This design comes from an exercise in tuning for small area, a short achievable clock period and few clock cycles on the open sky130 flow, not from production work. Function was not checked in any run shown here: the RTL went through the layout flow alone.

==> flow/design.v (outline; a module is shown in full before it is edited, if it fits) <==
// module seq_multi: 1085 lines
module seq_multi #(
    parameter WIDTH = 32
)
(
    input wire logic clk,
    input wire logic rst,
    input wire logic start,
    input wire logic [WIDTH - 1:0] multiplier,
    input wire logic [WIDTH - 1:0] multiplicand,
    output logic busy,
    output logic [(WIDTH * 2) - 1:0] product
);
  // ...
==> flow/flow/run.sh <==
#!/bin/bash
# The standard layout, with the port buffers made of buf_4 cells instead of the
# delay-buffer cells buffer_ports picks by default.
set -euo pipefail
export BUFFER_PORTS_ARGS="-buffer_cell sky130_fd_sc_hd__buf_4"
bash standard.sh finish > standard.log 2>&1
==> flow/standard.sh <==
#!/bin/bash
# synth_recipe.tcl (not shown) runs the flow's synth.tcl, then flattens the netlist and writes it again
# the make line also repeats each setting of config.mk as NAME=value (left out here)
make -C /OpenROAD-flow-scripts/flow DESIGN_CONFIG=/design/flow/config.mk WORK_HOME=/design/flow/orfs CLKGATE_MAP_FILE= SYNTH_SCRIPT=/design/flow/synth_recipe.tcl "${@:-finish}"
==> flow/config.mk <==
export PLATFORM = sky130hd
export DESIGN_NAME = seq_multi
export DESIGN_NICKNAME = seq_multi
export VERILOG_FILES = /design/flow/design.v
export SDC_FILE = /design/flow/constraint.sdc
export NUM_CORES = 4
export LEC_CHECK = 0
export CAP_MARGIN = 20
export CORE_MARGIN = 2
export CORE_UTILIZATION = 50
export SETUP_SLACK_MARGIN = 0.5
export SLEW_MARGIN = 20
==> flow/constraint.sdc <==
create_clock -name core_clock -period 5.0 [get_ports {clk}]
set_input_delay 1.0000 -clock core_clock [delete_from_list [all_inputs] [get_ports {clk}]]
set_output_delay 1.0000 -clock core_clock [all_outputs]
set_load 0.01 [all_outputs]
==> results.txt, run 1 <==
The flow ran to the end and the layout has no timing, DRC or antenna violations. In this run the cell area of the synthesized design comes to 21900 µm². The delay of the slowest critical-path stage works out to 510 ps. For hold timing, the worst endpoint is busy$_DFF_P_.

The design has 180 sequential cells. The first global-routing pass estimated 125 mm of wire. The run gives 19300 as the via total after detailed routing.

Yosys attributes the largest share of cell area to sky130_fd_sc_hd__fa_1 (29%), sky130_fd_sc_hd__dfxtp_1 (14%), sky130_fd_sc_hd__xnor2_1 (9.1%). For the total placed instance area, the log shows 24200 µm². Counting cells, the worst reg-to-reg path comes to 14.

The fraction of synthesis flops using an asynchronous set or reset pin came out at 0. After detailed routing, no signal wire sits above met5. The buffer count from post-CTS setup fixing is 14. In this run the critical register-to-register path is launched from q[19]$_DFFE_PN_. Counting both buffers and inverters, the worst setup path holds a total of 3. The number of warnings issued by yosys was 1.

The clock root buffer is sky130_fd_sc_hd__clkbuf_16. The worst-margin pin slew is 1070 ps. Setup repair after global routing could not meet its margin everywhere.

On the final layout, the worst clock skew is 24.6 ps. The worst setup path is launched from a flip-flop. Leading area contributor after synthesis: sky130_fd_sc_hd__fa_1. The worst reg-to-reg setup slack is 600 ps, and the non-clock inverter total of the final layout is 336. The later-pin clock latency in the skew report is 520 ps, and the highest clock rate is 0.212 GHz. Row generation in the floorplan step produced 76 rows. The sequential fraction of total cell area is 0.155, and the height of the die is 213 µm.

Post-placement worst setup slack: 132 ps.
==> inputs of run 2 (changes only) <==
--- a/flow/design.v
+++ b/flow/design.v
@@ -111,99 +111,179 @@
     wire ha_gg20 = ha_g[41] | (ha_p[41] & ha_g[40]);
     wire ha_pp20 = ha_p[41] & ha_p[40];
     wire ha_gg21 = ha_g[43] | (ha_p[43] & ha_g[42]);
     wire ha_pp21 = ha_p[43] & ha_p[42];
     wire ha_gg22 = ha_g[45] | (ha_p[45] & ha_g[44]);
     wire ha_pp22 = ha_p[45] & ha_p[44];
     wire ha_gg23 = ha_g[47] | (ha_p[47] & ha_g[46]);
     wire ha_pp23 = ha_p[47] & ha_p[46];
-    wire ha_gg24 = ha_gg1 | (ha_pp1 & ha_gg0);
-    wire ha_gg25 = ha_gg3 | (ha_pp3 & ha_gg2);
-    wire ha_pp25 = ha_pp3 & ha_pp2;
-    wire ha_gg26 = ha_gg5 | (ha_pp5 & ha_gg4);
-    wire ha_pp26 = ha_pp5 & ha_pp4;
-    wire ha_gg27 = ha_gg7 | (ha_pp7 & ha_gg6);
-    wire ha_pp27 = ha_pp7 & ha_pp6;
-    wire ha_gg28 = ha_gg9 | (ha_pp9 & ha_gg8);
-    wire ha_pp28 = ha_pp9 & ha_pp8;
-    wire ha_gg29 = ha_gg11 | (ha_pp11 & ha_gg10);
-    wire ha_pp29 = ha_pp11 & ha_pp10;
-    wire ha_gg30 = ha_gg13 | (ha_pp13 & ha_gg12);
-    wire ha_pp30 = ha_pp13 & ha_pp12;
-    wire ha_gg31 = ha_gg15 | (ha_pp15 & ha_gg14);
-    wire ha_pp31 = ha_pp15 & ha_pp14;
-    wire ha_gg32 = ha_gg17 | (ha_pp17 & ha_gg16);
-    wire ha_pp32 = ha_pp17 & ha_pp16;
-    wire ha_gg33 = ha_gg19 | (ha_pp19 & ha_gg18);
-    wire ha_pp33 = ha_pp19 & ha_pp18;
-    wire ha_gg34 = ha_gg21 | (ha_pp21 & ha_gg20);
-    wire ha_pp34 = ha_pp21 & ha_pp20;
-    wire ha_gg35 = ha_gg23 | (ha_pp23 & ha_gg22);
-    wire ha_pp35 = ha_pp23 & ha_pp22;
-    wire ha_gg36 = ha_gg25 | (ha_pp25 & ha_gg24);
-    wire ha_gg37 = ha_gg27 | (ha_pp27 & ha_gg26);
-    wire ha_pp37 = ha_pp27 & ha_pp26;
-    wire ha_gg38 = ha_gg29 | (ha_pp29 & ha_gg28);
-    wire ha_pp38 = ha_pp29 & ha_pp28;
-    wire ha_gg39 = ha_gg31 | (ha_pp31 & ha_gg30);
-    wire ha_pp39 = ha_pp31 & ha_pp30;
-    wire ha_gg40 = ha_gg33 | (ha_pp33 & ha_gg32);
-    wire ha_pp40 = ha_pp33 & ha_pp32;
-    wire ha_gg41 = ha_gg35 | (ha_pp35 & ha_gg34);
-    wire ha_pp41 = ha_pp35 & ha_pp34;
-    wire ha_gg42 = ha_gg37 | (ha_pp37 & ha_gg36);
-    wire ha_gg43 = ha_gg39 | (ha_pp39 & ha_gg38);
-    wire ha_pp43 = ha_pp39 & ha_pp38;
-    wire ha_gg44 = ha_gg41 | (ha_pp41 & ha_gg40);
-    wire ha_pp44 = ha_pp41 & ha_pp40;
-    wire ha_gg45 = ha_gg43 | (ha_pp43 & ha_gg42);
-    wire ha_gg46 = ha_gg44 | (ha_pp44 & ha_gg45);
-    wire ha_gg47 = ha_gg38 | (ha_pp38 & ha_gg42);
-    wire ha_gg48 = ha_gg40 | (ha_pp40 & ha_gg45);
-    wire ha_gg49 = ha_gg26 | (ha_pp26 & ha_gg36);
-    wire ha_gg50 = ha_gg28 | (ha_pp28 & ha_gg42);
-    wire ha_gg51 = ha_gg30 | (ha_pp30 & ha_gg47);
-    wire ha_gg52 = ha_gg32 | (ha_pp32 & ha_gg45);
-    wire ha_gg53 = ha_gg34 | (ha_pp34 & ha_gg48);
-    wire ha_gg54 = ha_gg2 | (ha_pp2 & ha_gg24);
-    wire ha_gg55 = ha_gg4 | (ha_pp4 & ha_gg36);
-    wire ha_gg56 = ha_gg6 | (ha_pp6 & ha_gg49);
-    wire ha_gg57 = ha_gg8 | (ha_pp8 & ha_gg42);
-    wire ha_gg58 = ha_gg10 | (ha_pp10 & ha_gg50);
-    wire ha_gg59 = ha_gg12 | (ha_pp12 & ha_gg47);
-    wire ha_gg60 = ha_gg14 | (ha_pp14 & ha_gg51);
-    wire ha_gg61 = ha_gg16 | (ha_pp16 & ha_gg45);
-    wire ha_gg62 = ha_gg18 | (ha_pp18 & ha_gg52);
-    wire ha_gg63 = ha_gg20 | (ha_pp20 & ha_gg48);
-    wire ha_gg64 = ha_gg22 | (ha_pp22 & ha_gg53);
-    wire ha_gg65 = ha_g[2] | (ha_p[2] & ha_gg0);
-    wire ha_gg66 = ha_g[4] | (ha_p[4] & ha_gg24);
-    wire ha_gg67 = ha_g[6] | (ha_p[6] & ha_gg54);
-    wire ha_gg68 = ha_g[8] | (ha_p[8] & ha_gg36);
-    wire ha_gg69 = ha_g[10] | (ha_p[10] & ha_gg55);
-    wire ha_gg70 = ha_g[12] | (ha_p[12] & ha_gg49);
-    wire ha_gg71 = ha_g[14] | (ha_p[14] & ha_gg56);
-    wire ha_gg72 = ha_g[16] | (ha_p[16] & ha_gg42);
-    wire ha_gg73 = ha_g[18] | (ha_p[18] & ha_gg57);
-    wire ha_gg74 = ha_g[20] | (ha_p[20] & ha_gg50);
-    wire ha_gg75 = ha_g[22] | (ha_p[22] & ha_gg58);
-    wire ha_gg76 = ha_g[24] | (ha_p[24] & ha_gg47);
-    wire ha_gg77 = ha_g[26] | (ha_p[26] & ha_gg59);
-    wire ha_gg78 = ha_g[28] | (ha_p[28] & ha_gg51);
-    wire ha_gg79 = ha_g[30] | (ha_p[30] & ha_gg60);
-    wire ha_gg80 = ha_g[32] | (ha_p[32] & ha_gg45);
-    wire ha_gg81 = ha_g[34] | (ha_p[34] & ha_gg61);
-    wire ha_gg82 = ha_g[36] | (ha_p[36] & ha_gg52);
-    wire ha_gg83 = ha_g[38] | (ha_p[38] & ha_gg62);
-    wire ha_gg84 = ha_g[40] | (ha_p[40] & ha_gg48);
-    wire ha_gg85 = ha_g[42] | (ha_p[42] & ha_gg63);
-    wire ha_gg86 = ha_g[44] | (ha_p[44] & ha_gg53);
-    wire ha_gg87 = ha_g[46] | (ha_p[46] & ha_gg64);
-    assign hsum = {ha_p[47] ^ ha_gg87, ha_p[46] ^ ha_gg64, ha_p[45] ^ ha_gg86, ha_p[44] ^ ha_gg53, ha_p[43] ^ ha_gg85, ha_p[42] ^ ha_gg63, ha_p[41] ^ ha_gg84, ha_p[40] ^ ha_gg48, ha_p[39] ^ ha_gg83, ha_p[38] ^ ha_gg62, ha_p[37] ^ ha_gg82, ha_p[36] ^ ha_gg52, ha_p[35] ^ ha_gg81, ha_p[34] ^ ha_gg61, ha_p[33] ^ ha_gg80, ha_p[32] ^ ha_gg45, ha_p[31] ^ ha_gg79, ha_p[30] ^ ha_gg60, ha_p[29] ^ ha_gg78, ha_p[28] ^ ha_gg51, ha_p[27] ^ ha_gg77, ha_p[26] ^ ha_gg59, ha_p[25] ^ ha_gg76, ha_p[24] ^ ha_gg47, ha_p[23] ^ ha_gg75, ha_p[22] ^ ha_gg58, ha_p[21] ^ ha_gg74, ha_p[20] ^ ha_gg50, ha_p[19] ^ ha_gg73, ha_p[18] ^ ha_gg57, ha_p[17] ^ ha_gg72, ha_p[16] ^ ha_gg42, ha_p[15] ^ ha_gg71, ha_p[14] ^ ha_gg56, ha_p[13] ^ ha_gg70, ha_p[12] ^ ha_gg49, ha_p[11] ^ ha_gg69, ha_p[10] ^ ha_gg55, ha_p[9] ^ ha_gg68, ha_p[8] ^ ha_gg36, ha_p[7] ^ ha_gg67, ha_p[6] ^ ha_gg54, ha_p[5] ^ ha_gg66, ha_p[4] ^ ha_gg24, ha_p[3] ^ ha_gg65, ha_p[2] ^ ha_gg0, ha_p[1] ^ ha_g[0], ha_p[0]};
+    wire ha_gg24 = ha_g[2] | (ha_p[2] & ha_gg0);
+    wire ha_gg25 = ha_gg1 | (ha_pp1 & ha_gg0);
+    wire ha_gg26 = ha_g[6] | (ha_p[6] & ha_gg2);
+    wire ha_pp26 = ha_p[6] & ha_pp2;
+    wire ha_gg27 = ha_gg3 | (ha_pp3 & ha_gg2);
+    wire ha_pp27 = ha_pp3 & ha_pp2;
+    wire ha_gg28 = ha_g[10] | (ha_p[10] & ha_gg4);
+    wire ha_pp28 = ha_p[10] & ha_pp4;
+    wire ha_gg29 = ha_gg5 | (ha_pp5 & ha_gg4);
+    wire ha_pp29 = ha_pp5 & ha_pp4;
+    wire ha_gg30 = ha_g[14] | (ha_p[14] & ha_gg6);
+    wire ha_pp30 = ha_p[14] & ha_pp6;
+    wire ha_gg31 = ha_gg7 | (ha_pp7 & ha_gg6);
+    wire ha_pp31 = ha_pp7 & ha_pp6;
+    wire ha_gg32 = ha_g[18] | (ha_p[18] & ha_gg8);
+    wire ha_pp32 = ha_p[18] & ha_pp8;
+    wire ha_gg33 = ha_gg9 | (ha_pp9 & ha_gg8);
+    wire ha_pp33 = ha_pp9 & ha_pp8;
+    wire ha_gg34 = ha_g[22] | (ha_p[22] & ha_gg10);
+    wire ha_pp34 = ha_p[22] & ha_pp10;
+    wire ha_gg35 = ha_gg11 | (ha_pp11 & ha_gg10);
+    wire ha_pp35 = ha_pp11 & ha_pp10;
+    wire ha_gg36 = ha_g[26] | (ha_p[26] & ha_gg12);
+    wire ha_pp36 = ha_p[26] & ha_pp12;
+    wire ha_gg37 = ha_gg13 | (ha_pp13 & ha_gg12);
+    wire ha_pp37 = ha_pp13 & ha_pp12;
+    wire ha_gg38 = ha_g[30] | (ha_p[30] & ha_gg14);
+    wire ha_pp38 = ha_p[30] & ha_pp14;
+    wire ha_gg39 = ha_gg15 | (ha_pp15 & ha_gg14);
+    wire ha_pp39 = ha_pp15 & ha_pp14;
+    wire ha_gg40 = ha_g[34] | (ha_p[34] & ha_gg16);
+    wire ha_pp40 = ha_p[34] & ha_pp16;
+    wire ha_gg41 = ha_gg17 | (ha_pp17 & ha_gg16);
+    wire ha_pp41 = ha_pp17 & ha_pp16;
+    wire ha_gg42 = ha_g[38] | (ha_p[38] & ha_gg18);
+    wire ha_pp42 = ha_p[38] & ha_pp18;
+    wire ha_gg43 = ha_gg19 | (ha_pp19 & ha_gg18);
+    wire ha_pp43 = ha_pp19 & ha_pp18;
+    wire ha_gg44 = ha_g[42] | (ha_p[42] & ha_gg20);
+    wire ha_pp44 = ha_p[42] & ha_pp20;
+    wire ha_gg45 = ha_gg21 | (ha_pp21 & ha_gg20);
+    wire ha_pp45 = ha_pp21 & ha_pp20;
+    wire ha_gg46 = ha_g[46] | (ha_p[46] & ha_gg22);
+    wire ha_pp46 = ha_p[46] & ha_pp22;
+    wire ha_gg47 = ha_gg23 | (ha_pp23 & ha_gg22);
+    wire ha_pp47 = ha_pp23 & ha_pp22;
+    wire ha_gg48 = ha_g[4] | (ha_p[4] & ha_gg25);
+    wire ha_gg49 = ha_gg2 | (ha_pp2 & ha_gg25);
+    wire ha_gg50 = ha_gg26 | (ha_pp26 & ha_gg25);
+    wire ha_gg51 = ha_gg27 | (ha_pp27 & ha_gg25);
+    wire ha_gg52 = ha_g[12] | (ha_p[12] & ha_gg29);
+    wire ha_pp52 = ha_p[12] & ha_pp29;
+    wire ha_gg53 = ha_gg6 | (ha_pp6 & ha_gg29);
+    wire ha_pp53 = ha_pp6 & ha_pp29;
+    wire ha_gg54 = ha_gg30 | (ha_pp30 & ha_gg29);
+    wire ha_pp54 = ha_pp30 & ha_pp29;
+    wire ha_gg55 = ha_gg31 | (ha_pp31 & ha_gg29);
+    wire ha_pp55 = ha_pp31 & ha_pp29;
+    wire ha_gg56 = ha_g[20] | (ha_p[20] & ha_gg33);
+    wire ha_pp56 = ha_p[20] & ha_pp33;
+    wire ha_gg57 = ha_gg10 | (ha_pp10 & ha_gg33);
+    wire ha_pp57 = ha_pp10 & ha_pp33;
+    wire ha_gg58 = ha_gg34 | (ha_pp34 & ha_gg33);
+    wire ha_pp58 = ha_pp34 & ha_pp33;
+    wire ha_gg59 = ha_gg35 | (ha_pp35 & ha_gg33);
+    wire ha_pp59 = ha_pp35 & ha_pp33;
+    wire ha_gg60 = ha_g[28] | (ha_p[28] & ha_gg37);
+    wire ha_pp60 = ha_p[28] & ha_pp37;
+    wire ha_gg61 = ha_gg14 | (ha_pp14 & ha_gg37);
+    wire ha_pp61 = ha_pp14 & ha_pp37;
+    wire ha_gg62 = ha_gg38 | (ha_pp38 & ha_gg37);
+    wire ha_pp62 = ha_pp38 & ha_pp37;
+    wire ha_gg63 = ha_gg39 | (ha_pp39 & ha_gg37);
+    wire ha_pp63 = ha_pp39 & ha_pp37;
+    wire ha_gg64 = ha_g[36] | (ha_p[36] & ha_gg41);
+    wire ha_pp64 = ha_p[36] & ha_pp41;
+    wire ha_gg65 = ha_gg18 | (ha_pp18 & ha_gg41);
+    wire ha_pp65 = ha_pp18 & ha_pp41;
+    wire ha_gg66 = ha_gg42 | (ha_pp42 & ha_gg41);
+    wire ha_pp66 = ha_pp42 & ha_pp41;
+    wire ha_gg67 = ha_gg43 | (ha_pp43 & ha_gg41);
+    wire ha_pp67 = ha_pp43 & ha_pp41;
+    wire ha_gg68 = ha_g[44] | (ha_p[44] & ha_gg45);
+    wire ha_pp68 = ha_p[44] & ha_pp45;
+    wire ha_gg69 = ha_gg22 | (ha_pp22 & ha_gg45);
+    wire ha_pp69 = ha_pp22 & ha_pp45;
+    wire ha_gg70 = ha_gg46 | (ha_pp46 & ha_gg45);
+    wire ha_pp70 = ha_pp46 & ha_pp45;
+    wire ha_gg71 = ha_gg47 | (ha_pp47 & ha_gg45);
+    wire ha_pp71 = ha_pp47 & ha_pp45;
+    wire ha_gg72 = ha_g[8] | (ha_p[8] & ha_gg51);
+    wire ha_gg73 = ha_gg4 | (ha_pp4 & ha_gg51);
+    wire ha_gg74 = ha_gg28 | (ha_pp28 & ha_gg51);
+    wire ha_gg75 = ha_gg29 | (ha_pp29 & ha_gg51);
+    wire ha_gg76 = ha_gg52 | (ha_pp52 & ha_gg51);
+    wire ha_gg77 = ha_gg53 | (ha_pp53 & ha_gg51);
+    wire ha_gg78 = ha_gg54 | (ha_pp54 & ha_gg51);
+    wire ha_gg79 = ha_gg55 | (ha_pp55 & ha_gg51);
+    wire ha_gg80 = ha_g[24] | (ha_p[24] & ha_gg59);
+    wire ha_pp80 = ha_p[24] & ha_pp59;
+    wire ha_gg81 = ha_gg12 | (ha_pp12 & ha_gg59);
+    wire ha_pp81 = ha_pp12 & ha_pp59;
+    wire ha_gg82 = ha_gg36 | (ha_pp36 & ha_gg59);
+    wire ha_pp82 = ha_pp36 & ha_pp59;
+    wire ha_gg83 = ha_gg37 | (ha_pp37 & ha_gg59);
+    wire ha_pp83 = ha_pp37 & ha_pp59;
+    wire ha_gg84 = ha_gg60 | (ha_pp60 & ha_gg59);
+    wire ha_pp84 = ha_pp60 & ha_pp59;
+    wire ha_gg85 = ha_gg61 | (ha_pp61 & ha_gg59);
+    wire ha_pp85 = ha_pp61 & ha_pp59;
+    wire ha_gg86 = ha_gg62 | (ha_pp62 & ha_gg59);
+    wire ha_pp86 = ha_pp62 & ha_pp59;
+    wire ha_gg87 = ha_gg63 | (ha_pp63 & ha_gg59);
+    wire ha_pp87 = ha_pp63 & ha_pp59;
+    wire ha_gg88 = ha_g[40] | (ha_p[40] & ha_gg67);
+    wire ha_pp88 = ha_p[40] & ha_pp67;
+    wire ha_gg89 = ha_gg20 | (ha_pp20 & ha_gg67);
+    wire ha_pp89 = ha_pp20 & ha_pp67;
+    wire ha_gg90 = ha_gg44 | (ha_pp44 & ha_gg67);
+    wire ha_pp90 = ha_pp44 & ha_pp67;
+    wire ha_gg91 = ha_gg45 | (ha_pp45 & ha_gg67);
+    wire ha_pp91 = ha_pp45 & ha_pp67;
+    wire ha_gg92 = ha_gg68 | (ha_pp68 & ha_gg67);
+    wire ha_pp92 = ha_pp68 & ha_pp67;
+    wire ha_gg93 = ha_gg69 | (ha_pp69 & ha_gg67);
+    wire ha_pp93 = ha_pp69 & ha_pp67;
+    wire ha_gg94 = ha_gg70 | (ha_pp70 & ha_gg67);
+    wire ha_pp94 = ha_pp70 & ha_pp67;
+    wire ha_gg95 = ha_gg71 | (ha_pp71 & ha_gg67);
+    wire ha_pp95 = ha_pp71 & ha_pp67;
+    wire ha_gg96 = ha_g[16] | (ha_p[16] & ha_gg79);
+    wire ha_gg97 = ha_gg8 | (ha_pp8 & ha_gg79);
+    wire ha_gg98 = ha_gg32 | (ha_pp32 & ha_gg79);
+    wire ha_gg99 = ha_gg33 | (ha_pp33 & ha_gg79);
+    wire ha_gg100 = ha_gg56 | (ha_pp56 & ha_gg79);
+    wire ha_gg101 = ha_gg57 | (ha_pp57 & ha_gg79);
+    wire ha_gg102 = ha_gg58 | (ha_pp58 & ha_gg79);
+    wire ha_gg103 = ha_gg59 | (ha_pp59 & ha_gg79);
+    wire ha_gg104 = ha_gg80 | (ha_pp80 & ha_gg79);
+    wire ha_gg105 = ha_gg81 | (ha_pp81 & ha_gg79);
+    wire ha_gg106 = ha_gg82 | (ha_pp82 & ha_gg79);
+    wire ha_gg107 = ha_gg83 | (ha_pp83 & ha_gg79);
+    wire ha_gg108 = ha_gg84 | (ha_pp84 & ha_gg79);
+    wire ha_gg109 = ha_gg85 | (ha_pp85 & ha_gg79);
+    wire ha_gg110 = ha_gg86 | (ha_pp86 & ha_gg79);
+    wire ha_gg111 = ha_gg87 | (ha_pp87 & ha_gg79);
+    wire ha_gg112 = ha_g[32] | (ha_p[32] & ha_gg111);
+    wire ha_gg113 = ha_gg16 | (ha_pp16 & ha_gg111);
+    wire ha_gg114 = ha_gg40 | (ha_pp40 & ha_gg111);
+    wire ha_gg115 = ha_gg41 | (ha_pp41 & ha_gg111);
+    wire ha_gg116 = ha_gg64 | (ha_pp64 & ha_gg111);
+    wire ha_gg117 = ha_gg65 | (ha_pp65 & ha_gg111);
+    wire ha_gg118 = ha_gg66 | (ha_pp66 & ha_gg111);
+    wire ha_gg119 = ha_gg67 | (ha_pp67 & ha_gg111);
+    wire ha_gg120 = ha_gg88 | (ha_pp88 & ha_gg111);
+    wire ha_gg121 = ha_gg89 | (ha_pp89 & ha_gg111);
+    wire ha_gg122 = ha_gg90 | (ha_pp90 & ha_gg111);
+    wire ha_gg123 = ha_gg91 | (ha_pp91 & ha_gg111);
+    wire ha_gg124 = ha_gg92 | (ha_pp92 & ha_gg111);
+    wire ha_gg125 = ha_gg93 | (ha_pp93 & ha_gg111);
+    wire ha_gg126 = ha_gg94 | (ha_pp94 & ha_gg111);
+    wire ha_gg127 = ha_gg95 | (ha_pp95 & ha_gg111);
+    assign hsum = {ha_p[47] ^ ha_gg126, ha_p[46] ^ ha_gg125, ha_p[45] ^ ha_gg124, ha_p[44] ^ ha_gg123, ha_p[43] ^ ha_gg122, ha_p[42] ^ ha_gg121, ha_p[41] ^ ha_gg120, ha_p[40] ^ ha_gg119, ha_p[39] ^ ha_gg118, ha_p[38] ^ ha_gg117, ha_p[37] ^ ha_gg116, ha_p[36] ^ ha_gg115, ha_p[35] ^ ha_gg114, ha_p[34] ^ ha_gg113, ha_p[33] ^ ha_gg112, ha_p[32] ^ ha_gg111, ha_p[31] ^ ha_gg110, ha_p[30] ^ ha_gg109, ha_p[29] ^ ha_gg108, ha_p[28] ^ ha_gg107, ha_p[27] ^ ha_gg106, ha_p[26] ^ ha_gg105, ha_p[25] ^ ha_gg104, ha_p[24] ^ ha_gg103, ha_p[23] ^ ha_gg102, ha_p[22] ^ ha_gg101, ha_p[21] ^ ha_gg100, ha_p[20] ^ ha_gg99, ha_p[19] ^ ha_gg98, ha_p[18] ^ ha_gg97, ha_p[17] ^ ha_gg96, ha_p[16] ^ ha_gg79, ha_p[15] ^ ha_gg78, ha_p[14] ^ ha_gg77, ha_p[13] ^ ha_gg76, ha_p[12] ^ ha_gg75, ha_p[11] ^ ha_gg74, ha_p[10] ^ ha_gg73, ha_p[9] ^ ha_gg72, ha_p[8] ^ ha_gg51, ha_p[7] ^ ha_gg50, ha_p[6] ^ ha_gg49, ha_p[5] ^ ha_gg48, ha_p[4] ^ ha_gg25, ha_p[3] ^ ha_gg24, ha_p[2] ^ ha_gg0, ha_p[1] ^ ha_g[0], ha_p[0]};
     wire [15:0] la_p = s[15:0] ^ c[15:0];
     wire [15:0] la_g = s[15:0] & c[15:0];
     wire la_gg0 = la_g[1] | (la_p[1] & la_g[0]);
     wire la_gg1 = la_g[3] | (la_p[3] & la_g[2]);
     wire la_pp1 = la_p[3] & la_p[2];
     wire la_gg2 = la_g[5] | (la_p[5] & la_g[4]);
     wire la_pp2 = la_p[5] & la_p[4];
     wire la_gg3 = la_g[7] | (la_p[7] & la_g[6]);
==> results.txt, run 2 <==
The worst-margin pin slew is 929 ps (-142 ps). STA puts the critical path data arrival time at 3460 ps. Count of endpoints failing hold in the final timing report: 0.

At the worst endpoint, the required time is 4000 ps. Relative to the synthesized area, the layout overhead comes to 16.4%. The logs give 2460 for the number of DRC markers after the initial detailed-route iteration and 4 for the H-tree level count. The run gives 86.8 mm as the total length of routed wires.

The met3 track utilization from global routing is 0.126. Leaving out fill and tap cells, the most frequent cells in the layout are sky130_fd_sc_hd__inv_1 (328), sky130_fd_sc_hd__fa_1 (284), sky130_fd_sc_hd__o22ai_1 (279). The signal on the critical path passes through ha_4, a21o_1, a22o_1, a21o_1, a221o_2, a21boi_4, o21ai_4, xor2_1, buf_4. For the via count of the first global-routing pass, the log shows 19500.

The run gives 19800 (+2.6%) as the via total after detailed routing. In this run the standard cell core region covers 43300 µm². The layout cell share with drive strength beyond 1 is 0.164. The height of the die is 214 µm (+0.32%), and the row count is 76 (unchanged). Counting every net in the synthesized netlist gives 2938. The class of the tightest hold or removal check was flip-flop to flip-flop.

The worst max-slew margin expressed relative to the limit is 0.378. The total I/O pin count was 132. The commonest cells after synthesis are sky130_fd_sc_hd__inv_1 (330), sky130_fd_sc_hd__fa_1 (295), sky130_fd_sc_hd__o22ai_1 (281), sky130_fd_sc_hd__xnor2_1 (260), sky130_fd_sc_hd__nand2_1 (188).

Port buffering added 131 buffers. By area the synthesized netlist is led by sky130_fd_sc_hd__fa_1 (27%), sky130_fd_sc_hd__dfxtp_1 (14%), sky130_fd_sc_hd__xnor2_1 (10%).

The logs give 0 for the number of antenna violations at the first check in global routing and 0 for the overflow left after global routing. In the routed layout, each cell is associated on average with a via count of 6.19. Prevailing post-synth register cell: sky130_fd_sc_hd__dfxtp_1.

The path depth of the worst reg2reg path came out at 14 (unchanged). Most common cell after layout, fill and taps aside: sky130_fd_sc_hd__inv_1. The depth of the worst hold-timing path is 1.

The global-route wire length before repair is 128 mm (+2.4%). Delay of the slowest critical-path stage: 570 ps (+60 ps). After detailed routing, the average wire length per cell comes to 27.2 µm. The first detailed-routing pass ran for 5 iterations. The logs give 24300 µm² (+0.27%) for the total placed instance area and 0 for the setup violation total in the final timing report.

The highest clock rate came out at 0.224 GHz (+5.6%). The largest registers in the layout are c (64), s (64), m (32). The number of antenna diodes in the final layout is 0. The number of warnings issued by yosys was 1 (unchanged). TritonCTS built the clock tree. The tools report the count of max-cap constraint violations as 0.

The endpoint class of the critical path is a primary output. The tools report the global routing usage on met1 as 0.552. The number of buffers between clock root and the deepest sink is 2. The tree built by TritonCTS fans out to 180 sinks. The tools report the clock root buffer as sky130_fd_sc_hd__clkbuf_16. The starting density of the core was 0.508; the synthesized cell area was 22000 µm² (+0.65%). The tools report the later-pin clock latency in the skew report as 510 ps (about the same). By instance count, the cell type seen most on the critical path is sky130_fd_sc_hd__a21o_1. The final worst-path cycle share came out at 0.892.

Yosys instantiated no cell more often than sky130_fd_sc_hd__inv_1. At the end of routability-driven placement, the weighted congestion stood at 1.01. The worst-case clock skew came out at 23.9 ps (-0.711 ps).

The run gives 0.537 as the met2 track demand over resource. The type of the worst setup path was flip-flop to primary output. The logs give 3868 for the total of fill cells in the finished design and 25600 µm² for the post-route cell area.

The run gives 68 as the maximum number of pins on one net before global-route repair. Clock-pin slew was measured on the worst setup and hold paths at 80 ps. The number of buffers created by CTS is 17, and the placed wire-length estimate is 65.2 mm.

The logs give 0 for the number of remaining DRC errors and 2491 for the gate count of the mapped netlist. After synthesis, the mean cell area works out to 8.83 µm². Fraction of synthesis flops using an asynchronous set or reset pin: 0 (unchanged). The final layout contains 3045 nets. The layer flagged by global routing as most heavily used is met1. The standard cell with the maximum stage delay on the critical path was sky130_fd_sc_hd__xor2_1. The number of distinct library cell variants in the gate-level netlist after synthesis is 68, and the total routing resource utilization after global routing is 0.388. The number of max-slew violations in the final report is 0, and the floorplan die area is 45700 µm². Yosys mapped a number of flops with a built-in enable equal to 31.

The area share of the leading cell type in the synthesized netlist came out at 0.269. The kind of start point of the critical path was a flip-flop. Of all cell types, the one taking the most synthesized area is sky130_fd_sc_hd__fa_1. Of all nets on the critical path, the largest fanout is 6. The tools report the post-route antenna net violation count as 0. The run gives 0.178 as the sequential element share of the synthesized area.

The die is 214 µm wide. The clock period minus worst slack was 4460 ps. The flow ran to the end and the layout has no timing, DRC or antenna violations. The final core utilization came out at 0.592.

The synthesis-stage register bit count was 180. Setup repair after global routing could not meet its margin everywhere.
## run 2: cell types whose count changed after synthesis, sizes merged, moves of 6 or more
cell	change
nand2b	+6
a21oi	-10
fa	-18
and3	+9
buf	-39
nor3	+8
clkbuf	+43
xor2	-19
xnor2	+32
## run 2: cell type report
type                       instances  area (µm²)  share of cell area
multi-input combinational       1778       16500               0.646
sequential                       180        3930               0.154
timing repair buffer             282        2510              0.0981
inverter                         339        1270              0.0497
tap                              585         732              0.0286
clock buffer                      17         425              0.0166
clock inverter                    15         184             0.00718
## run 2: through the flow
stage	hold slack [ps]	setup WS, ps	setup TNS, ps	cells
2_1_floorplan	443	506	0	2491
3_3_place_gp	401	-365	-12850	3133
3_5_place_dp	409	-120	-410	3133
4_1_cts	419	499	0	3181
5_1_grt	457	440	0	3196
6_report	416	540	0	3196
## run 2: cell families (layout without fill, tap and decap cells)
kind of cell | after synthesis | count (layout) | share of synthesized area
muxes | 43 | 43 | 0.0196
buffers and inverters | 534 | 653 | 0.0939
AOI/OAI and AO/OA | 621 | 622 | 0.179
adders and majority gates | 380 | 380 | 0.317
DFF | 180 | 180 | 0.178
xor gates and xnor gates | 322 | 322 | 0.128
and+or+nand+nor | 411 | 411 | 0.0841
## run 2: metal layers
| metal | vias up | part of all wire |
|---|---|---|
| li1 | 8475 | - |
| met1 | 9816 | 0.41 |
| met2 | 1284 | 0.41 |
| met3 | 198 | 0.13 |
| met4 | 0 | 0.049 |
| met5 | - | 0 |
## run 2: timing repair
| item | 4_1_cts | 5_1_grt |
|---|---|---|
| buffers inserted | 15 | 15 |
| resized for setup | 28 | 56 |
| pin swaps | 13 | 15 |
| setup endpoints to repair | 31 | 54 |
| gates cloned | 1 | 0 |
| hold buffers | 0 | 0 |
## run 2: path summary, 6_finish.rpt
check | end | slack [ps] | start
max | product[40] | 540 | c[23]$_DFF_P_
min | busy$_DFF_P_ | 420 | busy$_DFF_P_
max reg2reg | s[31]$_DFF_P_ | 640 | bm$_DFF_P_
min reg2reg | busy$_DFF_P_ | 420 | busy$_DFF_P_
## run 2: critical path: cells and delay by family (launching register included)
| family | cells | cell delay (ps) |
|---|---|---|
| AO/OA/AOI/OAI | 6 | 1530 |
| XOR/XNOR | 1 | 570 |
| adder cells (fa/ha/maj) | 1 | 230 |
| buffers and inverters | 1 | 240 |
| flip-flops | 1 | 390 |
==> inputs of run 3 (changes only) <==
==> flow/flow/run.sh (replaced) <==
#!/bin/bash
# The standard layout, with the port buffers made of buf_1 cells instead of the
# delay-buffer cells buffer_ports picks by default.
set -euo pipefail
export BUFFER_PORTS_ARGS="-buffer_cell sky130_fd_sc_hd__buf_1"
bash standard.sh finish > standard.log 2>&1
==> results.txt, run 3 <==
The flow ran to the end and the layout has no timing, DRC or antenna violations. The number of buffers created by CTS was 17 (unchanged); the tightest hold margin was 425 ps (+9.11 ps). Length of the first detailed-routing pass in iterations: 6 (+1). The worst register-to-register path ends at s[33]$_DFF_P_.

The synthesis-stage register bit count is 180 (unchanged), and the height of the die is 214 µm (unchanged). The number of antenna violations at the first check in global routing is 1 (+1). The worst hold path terminates at busy$_DFF_P_. Type of the worst setup path: flip-flop to primary output. The gate count of the mapped netlist came out at 2491 (unchanged). The hold path startpoint is busy$_DFF_P_. The standard cell core area was 43300 µm² (unchanged). For the post-cts hold buffer count, the log shows 0 (unchanged). The setup violation total in the final timing report is 0 (unchanged). The via count of the first global-routing pass was 19200 (-1.2%); the final weighted congestion in routability-driven placement was 1.00 (-1.2%). The routed wire length on met2 was 35.4 mm (-0.65%).

The tools report the total placed instance area as 24100 µm² (-1.0%). For the detailed-route wire length on metal 1, the log shows 35.8 mm (+0.54%). The run gives 45700 µm² (unchanged) as the floorplan die area. Kind of cell adding the most delay to the critical path: compound AO/OA/AOI/OAI gates. The via total after detailed routing is 19800 (+0.16%), and the synthesized cell area is 22000 µm² (unchanged). The final core utilization is 0.585 (-0.00694), and the overflow left after global routing is 0 (unchanged). Clock root buffer: sky130_fd_sc_hd__clkbuf_16. STA classifies the critical path startpoint as a flip-flop. The clock transition time at the flip-flop clock pins of the worst setup and hold paths is 80 ps (about the same), and the count of clock tree sinks is 180 (unchanged). The later-pin clock latency in the skew report was 500 ps (about the same); the mean post-synth cell area was 8.83 µm² (unchanged). The largest registers in the layout are c (64), s (64), m (32). The non-filler instance count after layout was 3212 (+0.50%).

In the layout the commonest cells are sky130_fd_sc_hd__inv_1 (328), sky130_fd_sc_hd__fa_1 (281), sky130_fd_sc_hd__o22ai_1 (278). For the sequential element share of the synthesized area, the log shows 0.178 (unchanged). The commonest cells after synthesis are sky130_fd_sc_hd__inv_1 (330), sky130_fd_sc_hd__fa_1 (295), sky130_fd_sc_hd__o22ai_1 (281), sky130_fd_sc_hd__xnor2_1 (260), sky130_fd_sc_hd__nand2_1 (188).

The path depth of the worst reg2reg path works out to 13 (-1). After detailed routing, no signal wire sits above met5. The fraction of synthesis flops using an asynchronous set or reset pin is 0 (unchanged). Row count: 76 (unchanged).

Setup repair after global routing could not meet its margin everywhere. Required time of the worst setup path: 4000 ps (about the same). The post-route antenna net violation count is 0 (unchanged), and the count of max-cap constraint violations is 0 (unchanged).

The signal on the critical path passes through ha_1, and4_1, and3_1, a221o_1, a41oi_4, o31ai_2, buf_4, a31oi_2, xnor2_2, buf_2. In this run the critical register-to-register path is launched from bm$_DFF_P_. For the number of distinct library cell variants in the gate-level netlist after synthesis, the log shows 68 (unchanged). The count of nets after finishing was 3060 (+0.49%). H-tree level count: 4 (unchanged).

The average vias per placed instance was 6.17 (-0.34%). The number of port buffers was 131 (unchanged). The number of max-slew violations in the final report was 0 (unchanged). The run gives 0.508 (unchanged) as the starting density of the core. The run gives 17.9 ps (-6.02 ps) as the worst-case clock skew.

The sum of buffers and inverters on the critical path was 2 (+1). The clock period minus worst slack is 4460 ps (-2.79 ps), and the worst max-slew margin expressed relative to the limit is 0.362 (-0.0165). Sorting the synthesized cells by area gives the leading types as sky130_fd_sc_hd__fa_1 (27%), sky130_fd_sc_hd__dfxtp_1 (14%), sky130_fd_sc_hd__xnor2_1 (10%). The arrival time reported for the critical path endpoint is 3460 ps (about the same). The logs give 2938 (unchanged) for the post-synthesis net count and 0 (unchanged) for the number of remaining DRC errors.

The number of buffers between clock root and the deepest sink was 2 (unchanged). The number of enable-type register cells in the synthesized netlist is 31 (unchanged). Global-route wire length before repair: 127 mm (-0.91%). The least setup slack across all paths after layout was 542 ps (+2.79 ps). The total I/O pin count is 132 (unchanged), and the post-route cell area is 25300 µm² (-1.2%).

The delay of the slowest critical-path stage is 420 ps (-150 ps). TritonCTS built the clock tree. The post-placement worst setup slack is -94.3 ps (+25.6 ps), and the total routing resource utilization after global routing is 0.385 (-0.00302). The total length of routed wires was 86.2 mm (-0.76%). By instance count, the leading cell after synthesis is sky130_fd_sc_hd__inv_1.

The tools report the worst reg-to-reg setup slack as 650 ps (about the same). The width of the die came out at 214 µm (unchanged). Compared with the post-synthesis result, the final layout area differs by 15.1%. The prevailing post-synth register cell was sky130_fd_sc_hd__dfxtp_1. The total met3 wirelength after detailed routing is 10.8 mm (-4.0%), and the area share of the leading cell type in the synthesized netlist is 0.269 (unchanged). The layout cell share with drive strength beyond 1 was 0.122 (-0.0413).

The per-cell routed wire length was 26.8 µm (-1.3%). The total of fill cells in the finished design came out at 3903 (+0.90%). The number of warnings issued by yosys was 1 (unchanged); the total instance count after detailed placement was 3148 (+0.48%). The final worst-path cycle share is 0.892 (about the same), and the count of endpoints failing hold in the final timing report is 0 (unchanged).

The standard cell with the maximum stage delay on the critical path was sky130_fd_sc_hd__a221o_1. The leading area contributor after synthesis was sky130_fd_sc_hd__fa_1.

The depth of the worst hold-timing path is 1 (unchanged). The worst setup path is captured at a primary output. Class of the tightest hold or removal check: flip-flop to flip-flop. The logs give 65.8 mm (+0.94%) for the placed wire-length estimate and 76 (+12%) for the maximum number of pins on one net before global-route repair.

The worst-margin pin slew was 957 ps (+28.2 ps). The most common cell after layout, fill and taps aside was sky130_fd_sc_hd__inv_1. The top fanout value on the critical path was 7 (+1); the number of DRC markers after the initial detailed-route iteration was 2811 (+14%). The run gives 0.224 GHz (about the same) as the highest clock rate.
==> run 3: cell count changes in the layout (fill, tap and decap cells not counted), moves of 7 or more <==
cell,before,now
sky130_fd_sc_hd__buf_4,247,124
sky130_fd_sc_hd__buf_1,0,118
sky130_fd_sc_hd__ha_1,68,77
sky130_fd_sc_hd__buf_12,30,38
sky130_fd_sc_hd__clkbuf_2,0,8
sky130_fd_sc_hd__dfxtp_2,12,5
==> run 3: cells by family (layout without fill, tap and decap cells) <==
family	count (synthesis)	count (layout)	share of synthesized area
AND/OR/NAND/NOR	411	411	0.0841
flip-flops	180	180	0.178
XOR/XNOR	322	322	0.128
other	0	1	0
multiplexers	43	43	0.0196
adder cells (fa/ha/maj)	380	380	0.317
buffers and inverters	534	669	0.0939
AO/OA/AOI/OAI	621	621	0.179
==> run 3: routing by layer <==
layer	vias to the layer above	GRT usage
met5	-	0
met4	2	0.170
met3	200	0.113
met2	1312	0.531
met1	9775	0.558
li1	8516	-
==> run 3: worst reg2reg max path, delay by kind of cell (launching register included) <==
| family | cells | cell delay (ps) |
|---|---|---|
| flops | 1 | 450 |
| mux | 1 | 420 |
| xor+xnor | 1 | 200 |
| buf+inv | 3 | 540 |
| fa+ha+maj | 4 | 2030 |
| compound gates | 4 | 630 |
==> run 3: worst max-delay path by stage <==
stage | from | endpoint | slack (ps) | cells past startpoint
floorplan | multiplier[1] | s[41]$_DFF_P_ | 510 | 14
global placement | multiplier[3] | s[28]$_DFF_P_ | 20 | 16
detailed placement | multiplier[3] | s[28]$_DFF_P_ | -90 | 16
CTS | c[16]$_DFF_P_ | product[59] | 450 | 14
global route | c[16]$_DFF_P_ | product[53] | 450 | 13
finish | c[42]$_DFF_P_ | product[58] | 540 | 10
==> run 3: timing repair <==
action,CTS,global route
pin swaps,12,22
gates resized for setup,28,61
endpoints found under the setup margin,52,81
setup buffers,11,19
cloned,0,1
==> run 3: cell type report <==
type / count / area (µm²) / area share
clock inverters: 14 / 170 / 0.00672
clock buffers: 18 / 429 / 0.0170
multi-input cells: 1777 / 16500 / 0.651
well taps: 585 / 732 / 0.0289
flip-flops and latches: 180 / 3930 / 0.155
repair buffers: 298 / 2300 / 0.0907
inverters: 339 / 1270 / 0.0503
diodes: 1 / 2.50 / 0.0000989
==> run 3: per-stage QoR <==
step / TNS (ps)
after global routing: 0
after detailed placement: -94.3
after floorplan: 0
after global placement: 0
after CTS: 0
final: 0
==> inputs of run 4 (changes only) <==
--- a/flow/config.mk
+++ b/flow/config.mk
@@ -10,3 +10,3 @@
 export CORE_UTILIZATION = 50
-export SETUP_SLACK_MARGIN = 0.5
+export SETUP_SLACK_MARGIN = 0.3
 export SLEW_MARGIN = 20
==> results.txt, run 4 <==
Setup repair after global routing left no endpoint under its margin. Yosys instantiated no cell more often than sky130_fd_sc_hd__inv_1. The gate count of the mapped netlist was 2491 (unchanged); the layout cell share with drive strength beyond 1 was 0.0900 (-0.0323). The tools report the starting density of the core as 0.508 (unchanged). The run finished with no timing, DRC or antenna violations. The average vias per placed instance is 6.13 (-0.51%).

The tools report the count of max-cap constraint violations as 0 (unchanged). The global-route wire length before repair is 125 mm (-1.7%), and the top fanout value on the critical path is 6 (-1). The run gives 76 (unchanged) as the row count.

Prevailing post-synth register cell: sky130_fd_sc_hd__dfxtp_1. For the floorplan die area, the log shows 45700 µm² (unchanged). Clock tree synthesis selected as its root buffer the cell sky130_fd_sc_hd__clkbuf_16. For the length of the first detailed-routing pass in iterations, the log shows 6 (unchanged). Leading area contributor after synthesis: sky130_fd_sc_hd__fa_1. The type of the worst setup path is flip-flop to primary output. The library cell used most frequently in the layout, excluding fill and tap cells, is sky130_fd_sc_hd__inv_1. In the synthesized netlist, the cells that appear most often are sky130_fd_sc_hd__inv_1 (330), sky130_fd_sc_hd__fa_1 (295), sky130_fd_sc_hd__o22ai_1 (281), sky130_fd_sc_hd__xnor2_1 (260), sky130_fd_sc_hd__nand2_1 (188).

The number of DRC markers after the initial detailed-route iteration is 2860 (+1.7%). The post-route antenna net violation count is 0 (unchanged), and the overflow left after global routing is 0 (unchanged). The clock period minus worst slack was 4630 ps (+172 ps). For the final weighted congestion in routability-driven placement, the log shows 0.997 (-0.54%).

The maximum number of pins on one net before global-route repair is 80 (+5.3%), and the total routing resource utilization after global routing is 0.377 (-0.00845). The fraction of synthesis flops using an asynchronous set or reset pin was 0 (unchanged); the clock transition time at the flip-flop clock pins of the worst setup and hold paths was 80 ps (about the same). The number of warnings issued by yosys was 1 (unchanged); the count of clock tree sinks was 180 (unchanged).

The number of buffers created by CTS is 17 (unchanged), and the via count of the first global-routing pass is 19100 (-0.70%). Height of the die: 214 µm (unchanged). TritonCTS built the clock tree.

The number of buffers between clock root and the deepest sink is 2 (unchanged), and the total length of routed wires is 84.5 mm (-2.0%). The number of antenna violations at the first check in global routing was 1 (unchanged). The largest registers in the layout are c (64), s (64), m (32). The tools report the number of distinct library cell variants in the gate-level netlist after synthesis as 68 (unchanged). The post-route cell area is 24700 µm² (-2.3%).

The total instance count after detailed placement is 3141 (-0.22%), and the H-tree level count is 4 (unchanged). The via total after detailed routing came out at 19600 (-1.3%). Ranked by total cell area, the synthesized netlist is headed by sky130_fd_sc_hd__fa_1 (27%), sky130_fd_sc_hd__dfxtp_1 (14%), sky130_fd_sc_hd__xnor2_1 (10%). The class of the tightest hold or removal check was flip-flop to flip-flop.

The per-cell routed wire length was 26.5 µm (-1.2%). The kind of start point of the critical path was a flip-flop. Area share of the leading cell type in the synthesized netlist: 0.269 (unchanged).

The worst-margin pin slew works out to 1030 ps (+76.0 ps). The mean post-synth cell area is 8.83 µm² (unchanged). Leaving out fill and tap cells, the most frequent cells in the layout are sky130_fd_sc_hd__inv_1 (329), sky130_fd_sc_hd__fa_1 (294), sky130_fd_sc_hd__o22ai_1 (280). The count of endpoints failing hold in the final timing report was 0 (unchanged). The run gives 3630 ps (+170 ps) as the arrival time reported for the critical path endpoint.

The post-synthesis net count was 2938 (unchanged); the number of max-slew violations in the final report was 0 (unchanged). The placed wire-length estimate is 65.3 mm (-0.78%), and the required time of the worst setup path is 4000 ps (about the same). The setup violation total in the final timing report came out at 0 (unchanged). The final worst-path cycle share is 0.926 (+0.0345), and the number of remaining DRC errors is 0 (unchanged). For the highest clock rate, the log shows 0.216 GHz (-3.7%). The worst max-slew margin expressed relative to the limit was 0.311 (-0.0507); the total placed instance area was 24000 µm² (-0.49%).

Endpoint class of the critical path: a primary output. The synthesized cell area is 22000 µm² (unchanged). The number of enable-type register cells in the synthesized netlist is 31 (unchanged), and the count of nets after finishing is 3035 (-0.82%). The width of the die is 214 µm (unchanged). The run gives 500 ps (about the same) as the later-pin clock latency in the skew report. The total I/O pin count was 132 (unchanged).

The non-filler instance count after layout is 3187 (-0.78%). The number of port buffers came out at 131 (unchanged). The run gives 43300 µm² (unchanged) as the standard cell core area. The synthesis-stage register bit count works out to 180 (unchanged).

The worst-case clock skew is 20.0 ps (+2.18 ps), and the area growth from synthesis to layout is 12.4%. The sequential element share of the synthesized area came out at 0.178 (unchanged).
-- run 4: cell counts after synthesis --
Identical to the previous run, type by type.
-- run 4: per-stage QoR --
step	TNS, ps	hold slack, ps	setup slack, ps	utilization
after floorplan	0	443	310	-
final	0	414	370	0.571
after global routing	0	458	258	0.571
after CTS	0	420	302	0.569
after global placement	0	410	41.2	0.554
after detailed placement	-17.0	409	-17.0	0.554
-- run 4: kinds of logic (layout without fill, tap and decap cells) --
family	after synthesis	after routing	share of synthesized area
xor+xnor	322	322	0.128
buf+inv	534	644	0.0939
fa+ha+maj	380	380	0.317
compound gates	621	621	0.179
flops	180	180	0.178
simple gates	411	411	0.0841
mux	43	43	0.0196
other cells	0	1	0
-- run 4: area by class of cell --
| cell class | instances | area, µm² |
|---|---|---|
| Fill cell | 3943 | 18500 |
| Multi-Input combinational cell | 1777 | 16200 |
| Sequential cell | 180 | 3920 |
| Timing Repair Buffer | 273 | 1990 |
| Inverter | 339 | 1270 |
| Tap cell | 585 | 732 |
| Clock buffer | 20 | 447 |
| Clock inverter | 12 | 145 |
| Antenna cell | 1 | 2.50 |
-- run 4: worst paths after layout --
check / start / end / slack [ps] / depth (start not counted)
max: c[27]$_DFF_P_ / product[42] / 370 / 10
min: busy$_DFF_P_ / busy$_DFF_P_ / 410 / 1
max reg2reg: bm$_DFF_P_ / s[22]$_DFF_P_ / 460 / 13
min reg2reg: busy$_DFF_P_ / busy$_DFF_P_ / 410 / 1
-- run 4: repair_timing --
action	4_1_cts	5_1_grt
gates resized for setup	7	7
gates cloned	0	0
buffers inserted	4	9
hold buffers	0	0
endpoints found under the setup margin	9	19
pin swaps	4	7
-- run 4: worst max-delay path, cell delays in order, from the launching register on --
cell                       delay (ps)
sky130_fd_sc_hd__dfxtp_1          300
sky130_fd_sc_hd__ha_1             370
sky130_fd_sc_hd__a21oi_2          240
sky130_fd_sc_hd__o21ai_0          140
sky130_fd_sc_hd__a211o_1          310
sky130_fd_sc_hd__a221o_2          450
sky130_fd_sc_hd__a21boi_4         340
sky130_fd_sc_hd__o21ai_4          140
sky130_fd_sc_hd__a31o_1           270
sky130_fd_sc_hd__xor2_1           370
sky130_fd_sc_hd__buf_1            200
-- run 4: per-layer routing --
layer	vias to the layer above	track usage	part of all wire
met5	-	0	0
met4	0	0.142	0.041
met3	164	0.0967	0.12
met2	1237	0.537	0.42
met1	9682	0.549	0.42
li1	8468	-	-
==> inputs of run 5 (changes only) <==
--- a/flow/config.mk
+++ b/flow/config.mk
@@ -10,3 +10,3 @@
 export CORE_UTILIZATION = 50
-export SETUP_SLACK_MARGIN = 0.3
+export SETUP_SLACK_MARGIN = 0.7
 export SLEW_MARGIN = 20
==> results.txt, run 5 <==
In this run the critical register-to-register path is launched from bm$_DFF_P_. The logs give 2491 (unchanged) for the gate count of the mapped netlist and 0 ps (unchanged) for the total negative setup slack. For the post-placement worst setup slack, the log shows 69.7 ps (+86.7 ps). The tools report the via total after detailed routing as 20600 (+5.4%).

The run gives 132 (unchanged) as the total I/O pin count. The non-filler instance count after layout is 3352 (+5.2%), and the standard cell core area is 43300 µm² (unchanged). End point of the most critical hold path: busy$_DFF_P_. Highest clock rate: 0.224 GHz (+3.9%).

The number of DRC markers after the initial detailed-route iteration came out at 2879 (+0.66%). For the count of nets after finishing, the log shows 3199 (+5.4%). The tools report the endpoint class of the critical path as a primary output. Final core utilization: 0.635 (+0.0632).

The synthesis-stage register bit count came out at 180 (unchanged). TritonCTS built the clock tree. Clock period minus worst slack: 4460 ps (-173 ps).

The run gives 0 (unchanged) as the overflow left after global routing. The xor-xnor portion of the synthesized cell area is 0.128 (unchanged). The logs give 17 (unchanged) for the number of buffers created by CTS and 510 ps (about the same) for the later-pin clock latency in the skew report. The number of warnings issued by yosys is 1 (unchanged). Setup repair after global routing could not meet its margin everywhere. The kind of start point of the critical path was a flip-flop.

Most common cell after layout, fill and taps aside: sky130_fd_sc_hd__inv_1. The depth of the worst hold-timing path is 1 (unchanged), and the worst-case clock skew is 11.1 ps (-8.96 ps). The tools report the H-tree level count as 4 (unchanged). The synthesized-area fraction occupied by ao, oa, aoi and oai cells was 0.179 (unchanged); the via count of the first global-routing pass was 19600 (+2.5%). For the starting density of the core, the log shows 0.508 (unchanged). The post-synthesis net count is 2938 (unchanged). The path class of the tightest hold or removal check is flip-flop to flip-flop. The multi-input logic area was 17300 µm² (+6.7%). For the number of antenna violations at the first check in global routing, the log shows 3 (+2).

The total routing resource utilization after global routing is 0.397 (+0.0204), and the global-route wire length before repair is 130 mm (+4.1%). The tools report the number of buffers between clock root and the deepest sink as 2 (unchanged). The logs give 3950 µm² (+0.80%) for the flip-flop and latch area and 3714 (-5.8%) for the total of fill cells in the finished design.

The run finished with no timing, DRC or antenna violations. The tools report the worst max-slew margin expressed relative to the limit as 0.294 (-0.0168). The height of the die works out to 214 µm (unchanged). The endpoint identified for the worst register-to-register timing path is c[17]$_DFF_P_.

The run gives 3460 ps (-170 ps) as the arrival time reported for the critical path endpoint. The placed wire-length estimate was 68.8 mm (+5.4%); the fraction of the mapped netlist area in simple logic gates was 0.0841 (unchanged). The floorplan die area came out at 45700 µm² (unchanged).

The logs give 710 ps (+250 ps) for the worst reg-to-reg setup slack and 76 (unchanged) for the row count. Among all flip-flop cells after synthesis, the most frequent one is sky130_fd_sc_hd__dfxtp_1. The worst-margin pin slew works out to 1060 ps (+25.2 ps).

The sequential element share of the synthesized area was 0.178 (unchanged). The commonest cells after synthesis are sky130_fd_sc_hd__inv_1 (330), sky130_fd_sc_hd__fa_1 (295), sky130_fd_sc_hd__o22ai_1 (281), sky130_fd_sc_hd__xnor2_1 (260), sky130_fd_sc_hd__nand2_1 (188). The tools report the setup violation total in the final timing report as 0 (unchanged). The final worst-path cycle share works out to 0.892 (-0.0345). For the post-route antenna net violation count, the log shows 0 (unchanged). The run gives 22000 µm² (unchanged) as the synthesized cell area. The delay of the slowest critical-path stage was 460 ps (about the same); the adder and majority gate portion of the synthesized area was 0.317 (unchanged). The count of max-cap constraint violations was 0 (unchanged). The run gives 24300 µm² (+1.6%) as the total placed instance area. Path depth of the worst reg2reg path: 13 (unchanged). The number of distinct library cell variants in the gate-level netlist after synthesis is 68 (unchanged), and the top fanout value on the critical path is 5 (-1). The area share of the leading cell type in the synthesized netlist works out to 0.269 (unchanged). The clock transition time at the flip-flop clock pins of the worst setup and hold paths works out to 70 ps (about the same).

The mean post-synth cell area works out to 8.83 µm² (unchanged). The length of the first detailed-routing pass in iterations was 7 (+1). The count of clock tree sinks was 180 (unchanged). The number of max-slew violations in the final report was 0 (unchanged).

The tightest hold margin was 422 ps (+8.32 ps); the per-cell routed wire length was 27.5 µm (+3.9%). For the final weighted congestion in routability-driven placement, the log shows 1.02 (+2.5%). In this run the clock root is driven by a sky130_fd_sc_hd__clkbuf_16. The width of the die came out at 214 µm (unchanged). By area the synthesized netlist is led by sky130_fd_sc_hd__fa_1 (27%), sky130_fd_sc_hd__dfxtp_1 (14%), sky130_fd_sc_hd__xnor2_1 (10%). The hold path startpoint was busy$_DFF_P_. The fraction of synthesis flops using an asynchronous set or reset pin works out to 0 (unchanged).

Most frequent cell after synthesis: sky130_fd_sc_hd__inv_1. The count of endpoints failing hold in the final timing report was 0 (unchanged); the area growth from synthesis to layout was 24.9%. Type of the worst setup path: flip-flop to primary output. The run gives 0 (unchanged) as the number of remaining DRC errors. The post-route cell area came out at 27500 µm² (+11%).

Of all cell types, the one taking the most synthesized area is sky130_fd_sc_hd__fa_1. The number of enable-type register cells in the synthesized netlist came out at 31 (unchanged). The total length of routed wires is 92.3 mm (+9.3%). The share of synthesized area spent on multiplexers came out at 0.0196 (unchanged). The largest registers in the layout are c (64), s (64), m (32).

Walking the worst path, the cells encountered are ha_4, a21oi_4, o21ai_1, a211o_1, a221o_2, buf_6, a21boi_4, o211ai_1, a21oi_2, xnor2_1, buf_2. The slowest stage of the critical path is the sky130_fd_sc_hd__a221o_2 cell. The number of port buffers was 131 (unchanged). The largest family of logic cells by synthesized area was adder cells.

For the required time of the worst setup path, the log shows 4000 ps (about the same). The maximum number of pins on one net before global-route repair was 80 (unchanged).

The least setup slack across all paths after layout was 542 ps (+173 ps); the total instance count after detailed placement was 3179 (+1.2%). In the layout the commonest cells are sky130_fd_sc_hd__inv_1 (310), sky130_fd_sc_hd__o22ai_1 (251), sky130_fd_sc_hd__xnor2_1 (247), sky130_fd_sc_hd__fa_1 (247), sky130_fd_sc_hd__buf_4 (226). The average vias per placed instance was 6.15 (+0.26%).

The layout cell share with drive strength beyond 1 is 0.231 (+0.141).
## run 5: cell counts after synthesis
No cell type changed its count.
## run 5: critical path, delay by kind of cell (launching register included)
family                   cells  cell delay, ps
adder cells (fa/ha/maj)      1             230
AO/OA/AOI/OAI                7            1860
XOR/XNOR                     1             150
buffers and inverters        2             310
flip-flops                   1             380
## run 5: what timing repair did
item,4_1_cts,5_1_grt
pin swaps,31,93
cloned,1,6
resized for setup,90,220
hold buffers,0,0
endpoints found under the setup margin,68,118
setup buffers,33,99
## run 5: kinds of logic after synthesis
family,after synthesis
fa+ha+maj,380
compound gates,621
flops,180
xor+xnor,322
simple gates,411
buf+inv,534
mux,43
## run 5: how the worst max path moves through the flow
| stage | from | cells after the start | slack, ps | end |
|---|---|---|---|---|
| after floorplan | multiplicand[29] | 11 | 670 | s[39]$_DFF_P_ |
| after global placement | multiplier[5] | 15 | 140 | s[30]$_DFF_P_ |
| after detailed placement | multiplier[5] | 15 | 70 | s[30]$_DFF_P_ |
| after CTS | c[16]$_DFF_P_ | 13 | 540 | product[63] |
| after global routing | s[16]$_DFF_P_ | 13 | 520 | product[45] |
| final | s[27]$_DFF_P_ | 11 | 540 | product[45] |
## run 5: cell type report
class                   count  area share
multi-input cells        1777       0.630
flip-flops and latches    180       0.144
repair buffers            437       0.132
inverters                 339      0.0463
well taps                 585      0.0267
clock buffers              20      0.0167
clock inverters            12     0.00437
diodes                      2    0.000182
## run 5: routing by layer
layer	wire, µm	vias to the layer above	track usage
met2	37800	1381	0.556
met5	5	-	0
met4	4430	2	0.144
li1	-	8791	-
met1	37500	10200	0.575
met3	12500	230	0.126

what the ideal ports hide:
Ports are ideal in the flow. The routed layouts listed here were re-timed in OpenROAD.
Step 1 sets driving cells, clkbuf_16 on the clock port and buf_2 on the other inputs (assumed; they add their load-dependent delay and slew).
Step 2 also shifts input and output timing later by t, the mid clock arrival at the registers, as if the neighbouring blocks saw the same clock.
Slacks: ideal / step 1 / step 2; pairs: ideal / step 1.
run | t (ns) | setup WS [ns] | hold WS [ns] | worst register clock-pin slew, ns | worst data-port slew with drivers (ns)
run 1 | 0.567 | 0.291 / 0.233 / 0.119 | 0.423 / 0.423 / 0.423 | 0.09 / 0.09 | 0.07
run 2 | 0.555 | 0.540 / 0.479 / 0.137 | 0.416 / 0.416 / 0.416 | 0.09 / 0.09 | 0.08
run 3 | 0.556 | 0.542 / 0.482 / 0.097 | 0.425 / 0.425 / 0.425 | 0.09 / 0.09 | 0.05
run 4 | 0.549 | 0.370 / 0.310 / -0.059 | 0.414 / 0.414 / 0.414 | 0.08 / 0.08 | 0.06
run 5 | 0.572 | 0.542 / 0.479 / 0.225 | 0.422 / 0.422 / 0.422 | 0.08 / 0.08 | 0.06
With both steps, setup timing fails in run 4, where it was met with ideal ports. The setup slack of run 3, which loses most, moves by -0.060 ns with the drivers and by -0.445 ns with both steps.
